What follows belongs to an exercise in optimizing a design on an open flow for small area, a short achievable clock period and few clock cycles per item; a production flow would make more cautious choices.
Where RTL was checked, it was by simulation tests only, not by an equivalence proof against the original.
Power is estimated from default activity; no workload was simulated.

==> module restoringDividerFinal, before the edit <==
module restoringDividerFinal (
    input  logic        clk,
    input  logic        rst,
    input  logic        start,
    input  logic        toggle,
    input  logic        push,
    input  logic [15:0] user_input,
    output logic        valid,
    output logic [6:0]  seg,
    output logic [7:0]  an,
    output logic [15:0] quotient,
    output logic [15:0] remainder
);
    function automatic logic [3:0] msb_pos(input logic [15:0] v);
        logic [7:0] v8;
        logic [3:0] v4;
        logic [1:0] v2;
        msb_pos[3] = |v[15:8];
        v8 = msb_pos[3] ? v[15:8] : v[7:0];
        msb_pos[2] = |v8[7:4];
        v4 = msb_pos[2] ? v8[7:4] : v8[3:0];
        msb_pos[1] = |v4[3:2];
        v2 = msb_pos[1] ? v4[3:2] : v4[1:0];
        msb_pos[0] = v2[1];
    endfunction
    logic [15:0] divisor, dividend;
    logic [3:0]  pb, pa;            
    always_ff @(posedge clk or posedge rst) begin
        if (rst) begin
            divisor  <= 16'd0;
            dividend <= 16'd0;
            pb       <= 4'd0;
            pa       <= 4'd0;
        end else if (push) begin
            if (toggle) begin
                divisor <= user_input;
                pb      <= msb_pos(user_input);
            end else begin
                dividend <= user_input;
                pa       <= msb_pos(user_input);
            end
        end
    end
    logic [15:0] rem_reg;           
    logic [15:0] quo_reg;           
    logic        abit;              
    logic [3:0]  count;             
    logic        busy;
    logic        pre_ok;            
    logic [3:0]  m;                 
    logic        zero_q;            
    logic [15:0] init_rem;
    always_comb begin
        logic [4:0]  bw;            
        logic [15:0] sh;
        bw[0] = 1'b0;
        for (int i = 0; i < 4; i++) begin
            m[i]    = pa[i] ^ pb[i] ^ bw[i];
            bw[i+1] = (~pa[i] & pb[i]) | (~(pa[i] ^ pb[i]) & bw[i]);
        end
        zero_q = bw[4] || (divisor == 16'd0);
        sh = {1'b0, dividend[15:1]};
        if (m[0]) sh = {1'b0, sh[15:1]};
        if (m[1]) sh = {2'b0, sh[15:2]};
        if (m[2]) sh = {4'b0, sh[15:4]};
        if (m[3]) sh = {8'b0, sh[15:8]};
        init_rem = zero_q ? dividend : sh;
    end
    logic [16:0] shifted;
    logic [16:0] borrow;            
    logic [15:0] rem_sub;           
    logic        qbit;
    logic [3:0]  next_index;
    always_comb begin
        logic [16:0] g, t;
        shifted = {rem_reg, abit};
        g = ~shifted & {1'b0, divisor};       
        t = ~shifted | {1'b0, divisor};       
        for (int l = 0; l < 5; l++) begin
            for (int i = 0; i < 17; i++) begin
                if ((i >> l) % 2 == 1) begin
                    g[i] = g[i] | (t[i] & g[((i >> l) << l) - 1]);
                    t[i] = t[i] & t[((i >> l) << l) - 1];
                end
            end
        end
        borrow     = {g[15:0], 1'b0};
        qbit       = ~g[16];
        rem_sub    = shifted[15:0] ^ ({16{qbit}} & (divisor ^ borrow[15:0]));
        next_index = busy ? count - 4'd1 : (start ? m : 4'd0);
    end
    logic        one_step;          
    logic        step_now;          
    always_comb begin
        one_step = (m == 4'd0) && pre_ok;
        step_now = busy || (start && !zero_q && one_step);
    end
    always_ff @(posedge clk) begin
        if (step_now) begin
            rem_reg <= rem_sub;
            quo_reg <= {quo_reg[14:0] & {15{busy}}, qbit};
        end else if (start) begin
            rem_reg <= init_rem;
            quo_reg <= 16'd0;
        end else begin
            rem_reg <= {1'b0, dividend[15:1]};
            quo_reg <= 16'd0;
        end
        count <= busy ? count - 4'd1 : m;
        abit  <= dividend[next_index];
    end
    always_ff @(posedge clk or posedge rst) begin
        if (rst) begin
            busy   <= 1'b0;
            valid  <= 1'b0;
            pre_ok <= 1'b0;
        end else begin
            if (busy) begin
                busy  <= (count != 4'd0);
                valid <= (count == 4'd0);
            end else begin
                busy  <= start && !zero_q && !one_step;
                valid <= start && (zero_q || one_step);
            end
            pre_ok <= !busy && !start && !(push && !toggle);
        end
    end
    assign remainder = rem_reg;
    assign quotient  = quo_reg;
    logic [31:0] shown, shown_next;     
    logic [3:0]  div_count;             
    logic        phase;
    logic        scan_tick;             
    logic [7:0]  an_next;
    logic [3:0]  digit_next;
    logic [6:0]  seg_next;
    always_comb begin
        shown_next = valid ? {quotient, remainder} : shown;
        an_next    = scan_tick ? {an[6:0], an[7]} : an;
        digit_next = 4'd0;
        for (int i = 0; i < 8; i++)
            digit_next = digit_next | (shown_next[i*4 +: 4] & {4{~an_next[i]}});
        case (digit_next)
            4'h0: seg_next = 7'b1000000;
            4'h1: seg_next = 7'b1111001;
            4'h2: seg_next = 7'b0100100;
            4'h3: seg_next = 7'b0110000;
            4'h4: seg_next = 7'b0011001;
            4'h5: seg_next = 7'b0010010;
            4'h6: seg_next = 7'b0000010;
            4'h7: seg_next = 7'b1111000;
            4'h8: seg_next = 7'b0000000;
            4'h9: seg_next = 7'b0011000;
            4'hA: seg_next = 7'b0001000;
            4'hB: seg_next = 7'b0000011;
            4'hC: seg_next = 7'b1000110;
            4'hD: seg_next = 7'b0100001;
            4'hE: seg_next = 7'b0000110;
            default: seg_next = 7'b0001110;
        endcase
    end
    always_ff @(posedge clk or posedge rst) begin
        if (rst) begin
            shown     <= 32'd0;
            div_count <= 4'd0;
            phase     <= 1'b0;
            scan_tick <= 1'b0;
            an        <= 8'b11111110;
            seg       <= 7'b1000000;
        end else begin
            shown <= shown_next;
            if (div_count == 4'd10) begin
                div_count <= 4'd0;
                phase     <= ~phase;
            end else begin
                div_count <= div_count + 4'd1;
            end
            scan_tick <= (div_count == 4'd9) && !phase;
            an  <= an_next;
            seg <= seg_next;
        end
    end
endmodule
clock: 4.0 ns
lec_check: 0
abc_area: 1
cap_margin: 20
core_margin: 2
core_utilization: 60
cts_buf_list: sky130_fd_sc_hd__clkbuf_4 sky130_fd_sc_hd__clkbuf_8
setup_slack_margin: 1.9
slew_margin: 20
standard.sh (not shown) runs the stock make flow with config.mk's settings and CLKGATE_MAP_FILE= SYNTH_SCRIPT=/design/flow/synth_recipe.tcl, a recipe that flattens the netlist after the stock synthesis.
==> flow/flow/run.sh <==
#!/bin/bash
# The standard ORFS flow (standard.sh) with two changes:
#  - synthesis does not extract full/half adder cells (ABC maps that logic)
#  - port buffers are buf_1 cells (the resizer upsizes those that timing needs)
# make's full output goes to flow.log; ORFS keeps each step's log under orfs/logs.
bash standard.sh ADDER_MAP_FILE= "BUFFER_PORTS_ARGS=-buffer_cell sky130_fd_sc_hd__buf_1" finish > flow.log 2>&1
Testbench counts at the start, summed over its fixed seeds: cycles 12,201, items 2,400.
Change:
--- a/flow/design.v
+++ b/flow/design.v
@@ -46,9 +46,8 @@
     logic [15:0] quo_reg;           
     logic        abit;              
     logic [3:0]  count;             
     logic        busy;
-    logic        pre_ok;            
     logic [3:0]  m;                 
     logic        zero_q;            
     logic [15:0] init_rem;
     always_comb begin
@@ -87,44 +86,32 @@
         end
         borrow     = {g[15:0], 1'b0};
         qbit       = ~g[16];
         rem_sub    = shifted[15:0] ^ ({16{qbit}} & (divisor ^ borrow[15:0]));
-        next_index = busy ? count - 4'd1 : (start ? m : 4'd0);
-    end
-    logic        one_step;          
-    logic        step_now;          
-    always_comb begin
-        one_step = (m == 4'd0) && pre_ok;
-        step_now = busy || (start && !zero_q && one_step);
+        next_index = busy ? count - 4'd1 : m;
     end
     always_ff @(posedge clk) begin
-        if (step_now) begin
+        if (busy) begin
             rem_reg <= rem_sub;
-            quo_reg <= {quo_reg[14:0] & {15{busy}}, qbit};
-        end else if (start) begin
+            quo_reg <= {quo_reg[14:0], qbit};
+            count   <= count - 4'd1;
+        end else begin
             rem_reg <= init_rem;
             quo_reg <= 16'd0;
-        end else begin
-            rem_reg <= {1'b0, dividend[15:1]};
-            quo_reg <= 16'd0;
+            count   <= m;
         end
-        count <= busy ? count - 4'd1 : m;
-        abit  <= dividend[next_index];
+        abit <= dividend[next_index];
     end
     always_ff @(posedge clk or posedge rst) begin
         if (rst) begin
-            busy   <= 1'b0;
-            valid  <= 1'b0;
-            pre_ok <= 1'b0;
+            busy  <= 1'b0;
+            valid <= 1'b0;
+        end else if (busy) begin
+            busy  <= (count != 4'd0);
+            valid <= (count == 4'd0);
         end else begin
-            if (busy) begin
-                busy  <= (count != 4'd0);
-                valid <= (count == 4'd0);
-            end else begin
-                busy  <= start && !zero_q && !one_step;
-                valid <= start && (zero_q || one_step);
-            end
-            pre_ok <= !busy && !start && !(push && !toggle);
+            busy  <= start && !zero_q;
+            valid <= start && zero_q;
         end
     end
     assign remainder = rem_reg;
     assign quotient  = quo_reg;
Critical path depth fell by 10. Total power is higher by a few percent. Routed wire length drops by roughly a tenth. Worst hold slack gets worse by 0.0060 ns. Synthesized cell count fell by a few percent. Fmax went down slightly. Clock skew is about the same. First-iteration DRC count is lower by about a fifth. Flip-flop and latch count shrinks by 1. Count of clock-buffer cells in the layout came out higher by 3. Combinational power came out higher by a few percent. Global-route usage shrinks by 1.7 points. Worst setup slack loses 0.037 ns. Non-clock buffer count went down by 12.
Testbench counts after the change, summed over its fixed seeds: cycles 12,627, items 2,400.


restoringDividerFinal, a different RTL version from the one above (not shown whole).
Size in the first run: ~130 flip-flops, about 69 I/O pins, ~6800 sq um of cells after synthesis.
==> module restoringDividerFinal, before the edit <==
module restoringDividerFinal (
    input  logic        clk,
    input  logic        rst,
    input  logic        start,
    input  logic        toggle,
    input  logic        push,
    input  logic [15:0] user_input,
    output logic        valid,
    output logic [6:0]  seg,
    output logic [7:0]  an,
    output logic [15:0] quotient,
    output logic [15:0] remainder
);
    function automatic logic [3:0] msb_pos(input logic [15:0] v);
        logic [7:0] v8;
        logic [3:0] v4;
        logic [1:0] v2;
        msb_pos[3] = |v[15:8];
        v8 = msb_pos[3] ? v[15:8] : v[7:0];
        msb_pos[2] = |v8[7:4];
        v4 = msb_pos[2] ? v8[7:4] : v8[3:0];
        msb_pos[1] = |v4[3:2];
        v2 = msb_pos[1] ? v4[3:2] : v4[1:0];
        msb_pos[0] = v2[1];
    endfunction
    logic [15:0] divisor, dividend;
    logic [3:0]  pb, pa;            
    always_ff @(posedge clk or posedge rst) begin
        if (rst) begin
            divisor  <= 16'd0;
            dividend <= 16'd0;
            pb       <= 4'd0;
            pa       <= 4'd0;
        end else if (push) begin
            if (toggle) begin
                divisor <= user_input;
                pb      <= msb_pos(user_input);
            end else begin
                dividend <= user_input;
                pa       <= msb_pos(user_input);
            end
        end
    end
    logic [15:0] rem_reg;           
    logic [15:0] quo_reg;           
    logic        abit;              
    logic [3:0]  count;             
    logic        busy;
    logic [3:0]  m;                 
    logic        zero_q;            
    logic [15:0] init_rem;
    always_comb begin
        logic [4:0]  bw;            
        logic [15:0] sh;
        bw[0] = 1'b0;
        for (int i = 0; i < 4; i++) begin
            m[i]    = pa[i] ^ pb[i] ^ bw[i];
            bw[i+1] = (~pa[i] & pb[i]) | (~(pa[i] ^ pb[i]) & bw[i]);
        end
        zero_q = bw[4] || (divisor == 16'd0);
        sh = {1'b0, dividend[15:1]};
        if (m[0]) sh = {1'b0, sh[15:1]};
        if (m[1]) sh = {2'b0, sh[15:2]};
        if (m[2]) sh = {4'b0, sh[15:4]};
        if (m[3]) sh = {8'b0, sh[15:8]};
        init_rem = zero_q ? dividend : sh;
    end
    logic [16:0] shifted;
    logic [16:0] borrow;            
    logic [15:0] rem_sub;           
    logic        qbit;
    logic [3:0]  next_index;
    always_comb begin
        logic [16:0] g, t;
        shifted = {rem_reg, abit};
        g = ~shifted & {1'b0, divisor};       
        t = ~shifted | {1'b0, divisor};       
        for (int i = 1; i < 17; i++) begin
            g[i] = g[i] | (t[i] & g[i-1]);
        end
        borrow     = {g[15:0], 1'b0};
        qbit       = ~g[16];
        rem_sub    = shifted[15:0] ^ ({16{qbit}} & (divisor ^ borrow[15:0]));
        next_index = busy ? count - 4'd1 : m;
    end
    always_ff @(posedge clk) begin
        if (busy) begin
            rem_reg <= rem_sub;
            quo_reg <= {quo_reg[14:0], qbit};
            count   <= count - 4'd1;
        end else begin
            rem_reg <= init_rem;
            quo_reg <= 16'd0;
            count   <= m;
        end
        abit <= dividend[next_index];
    end
    always_ff @(posedge clk or posedge rst) begin
        if (rst) begin
            busy  <= 1'b0;
            valid <= 1'b0;
        end else if (busy) begin
            busy  <= (count != 4'd0);
            valid <= (count == 4'd0);
        end else begin
            busy  <= start && !zero_q;
            valid <= start && zero_q;
        end
    end
    assign remainder = rem_reg;
    assign quotient  = quo_reg;
    logic [31:0] shown, shown_next;     
    logic [3:0]  div_count;             
    logic        phase;
    logic        scan_tick;             
    logic [7:0]  an_next;
    logic [3:0]  digit_next;
    logic [6:0]  seg_next;
    always_comb begin
        shown_next = valid ? {quotient, remainder} : shown;
        an_next    = scan_tick ? {an[6:0], an[7]} : an;
        digit_next = 4'd0;
        for (int i = 0; i < 8; i++)
            digit_next = digit_next | (shown_next[i*4 +: 4] & {4{~an_next[i]}});
        case (digit_next)
            4'h0: seg_next = 7'b1000000;
            4'h1: seg_next = 7'b1111001;
            4'h2: seg_next = 7'b0100100;
            4'h3: seg_next = 7'b0110000;
            4'h4: seg_next = 7'b0011001;
            4'h5: seg_next = 7'b0010010;
            4'h6: seg_next = 7'b0000010;
            4'h7: seg_next = 7'b1111000;
            4'h8: seg_next = 7'b0000000;
            4'h9: seg_next = 7'b0011000;
            4'hA: seg_next = 7'b0001000;
            4'hB: seg_next = 7'b0000011;
            4'hC: seg_next = 7'b1000110;
            4'hD: seg_next = 7'b0100001;
            4'hE: seg_next = 7'b0000110;
            default: seg_next = 7'b0001110;
        endcase
    end
    always_ff @(posedge clk or posedge rst) begin
        if (rst) begin
            shown     <= 32'd0;
            div_count <= 4'd0;
            phase     <= 1'b0;
            scan_tick <= 1'b0;
            an        <= 8'b11111110;
            seg       <= 7'b1000000;
        end else begin
            shown <= shown_next;
            if (div_count == 4'd10) begin
                div_count <= 4'd0;
                phase     <= ~phase;
            end else begin
                div_count <= div_count + 4'd1;
            end
            scan_tick <= (div_count == 4'd9) && !phase;
            an  <= an_next;
            seg <= seg_next;
        end
    end
endmodule
export LEC_CHECK = 0
export ABC_AREA = 1
export CAP_MARGIN = 20
export CORE_MARGIN = 2
export CORE_UTILIZATION = 60
export CTS_BUF_LIST = sky130_fd_sc_hd__clkbuf_4 sky130_fd_sc_hd__clkbuf_8
export SETUP_SLACK_MARGIN = 1.9
export SLEW_MARGIN = 20
create_clock -name core_clock -period 4.0 [get_ports {clk}]
Scripts as last shown in full above: flow/flow/run.sh
Rerun with:
--- a/flow/design.v
+++ b/flow/design.v
@@ -46,8 +46,9 @@
     logic [15:0] quo_reg;           
     logic        abit;              
     logic [3:0]  count;             
     logic        busy;
+    logic        load_n;            
     logic [3:0]  m;                 
     logic        zero_q;            
     logic [15:0] init_rem;
     always_comb begin
@@ -75,10 +76,15 @@
         logic [16:0] g, t;
         shifted = {rem_reg, abit};
         g = ~shifted & {1'b0, divisor};       
         t = ~shifted | {1'b0, divisor};       
-        for (int i = 1; i < 17; i++) begin
-            g[i] = g[i] | (t[i] & g[i-1]);
+        for (int l = 0; l < 5; l++) begin
+            for (int i = 0; i < 17; i++) begin
+                if ((i >> l) % 2 == 1) begin
+                    g[i] = g[i] | (t[i] & g[((i >> l) << l) - 1]);
+                    t[i] = t[i] & t[((i >> l) << l) - 1];
+                end
+            end
         end
         borrow     = {g[15:0], 1'b0};
         qbit       = ~g[16];
         rem_sub    = shifted[15:0] ^ ({16{qbit}} & (divisor ^ borrow[15:0]));
@@ -97,16 +103,19 @@
         abit <= dividend[next_index];
     end
     always_ff @(posedge clk or posedge rst) begin
         if (rst) begin
-            busy  <= 1'b0;
-            valid <= 1'b0;
+            busy   <= 1'b0;
+            valid  <= 1'b0;
+            load_n <= 1'b1;
         end else if (busy) begin
-            busy  <= (count != 4'd0);
-            valid <= (count == 4'd0);
+            busy   <= (count != 4'd0);
+            valid  <= (count == 4'd0);
+            load_n <= (count != 4'd0);
         end else begin
-            busy  <= start && !zero_q;
-            valid <= start && zero_q;
+            busy   <= start && !zero_q;
+            valid  <= start && zero_q;
+            load_n <= !(start && zero_q);
         end
     end
     assign remainder = rem_reg;
     assign quotient  = quo_reg;
@@ -117,9 +126,9 @@
     logic [7:0]  an_next;
     logic [3:0]  digit_next;
     logic [6:0]  seg_next;
     always_comb begin
-        shown_next = valid ? {quotient, remainder} : shown;
+        shown_next = load_n ? shown : {quotient, remainder};
         an_next    = scan_tick ? {an[6:0], an[7]} : an;
         digit_next = 4'd0;
         for (int i = 0; i < 8; i++)
             digit_next = digit_next | (shown_next[i*4 +: 4] & {4{~an_next[i]}});
The new run completed without violations.
Combinational power grows by about 3%.
Clock skew barely changes.
Cell count grows by 9.2%.
Total power shrinks by about 0.5%.
Worst hold slack is worse by 4.9 ps.
Synthesized cell count grows by about 18%.
Sequential cell count grows by 1.
Clock-buffer cell count shrinks by 3.
Routed wire length shrinks by about 15%.
Function was not checked in any run of this note: the RTL went through the layout flow alone.

==> what the ideal ports hide <==
Ports are ideal in the flow. The routed layouts listed here were re-timed in OpenROAD. Step 1 sets driving cells, clkbuf_16 on the clock port and buf_2 on the other inputs (assumed; they add their load-dependent delay and slew). Step 2 moves the port delays by t, midway between the first and last clock arrival at a register: inputs arrive t later, outputs are due t later. That takes back most of the time a late clock gives input paths. a / b / c = no drivers / after step 1 / after step 2; a / b = the first two.
run | t (ns) | setup slack, ns | hold WS [ns] | worst data-port slew with drivers (ns) | cell pins on the clock port's net
the first run of note 1 | 0.485 | 1.967 / 1.967 / 1.657 | 0.338 / 0.320 / 0.444 | 0.03 | 1
the second run of note 1 | 0.482 | 1.929 / 1.893 / 1.634 | 0.332 / 0.317 / 0.453 | 0.03 | 1
the first run of note 2 | 0.502 | 1.473 / 1.473 / 1.312 | 0.458 / 0.458 / 0.458 | 0.04 | 1
the second run of note 2 | 0.489 | 1.895 / 1.895 / 1.611 | 0.453 / 0.453 / 0.453 | 0.03 | 1
After both steps every run listed still meets setup and hold. The setup slack of the first run of note 1, which loses most, moves by 0.000 ns with the drivers and by -0.310 ns with both steps.
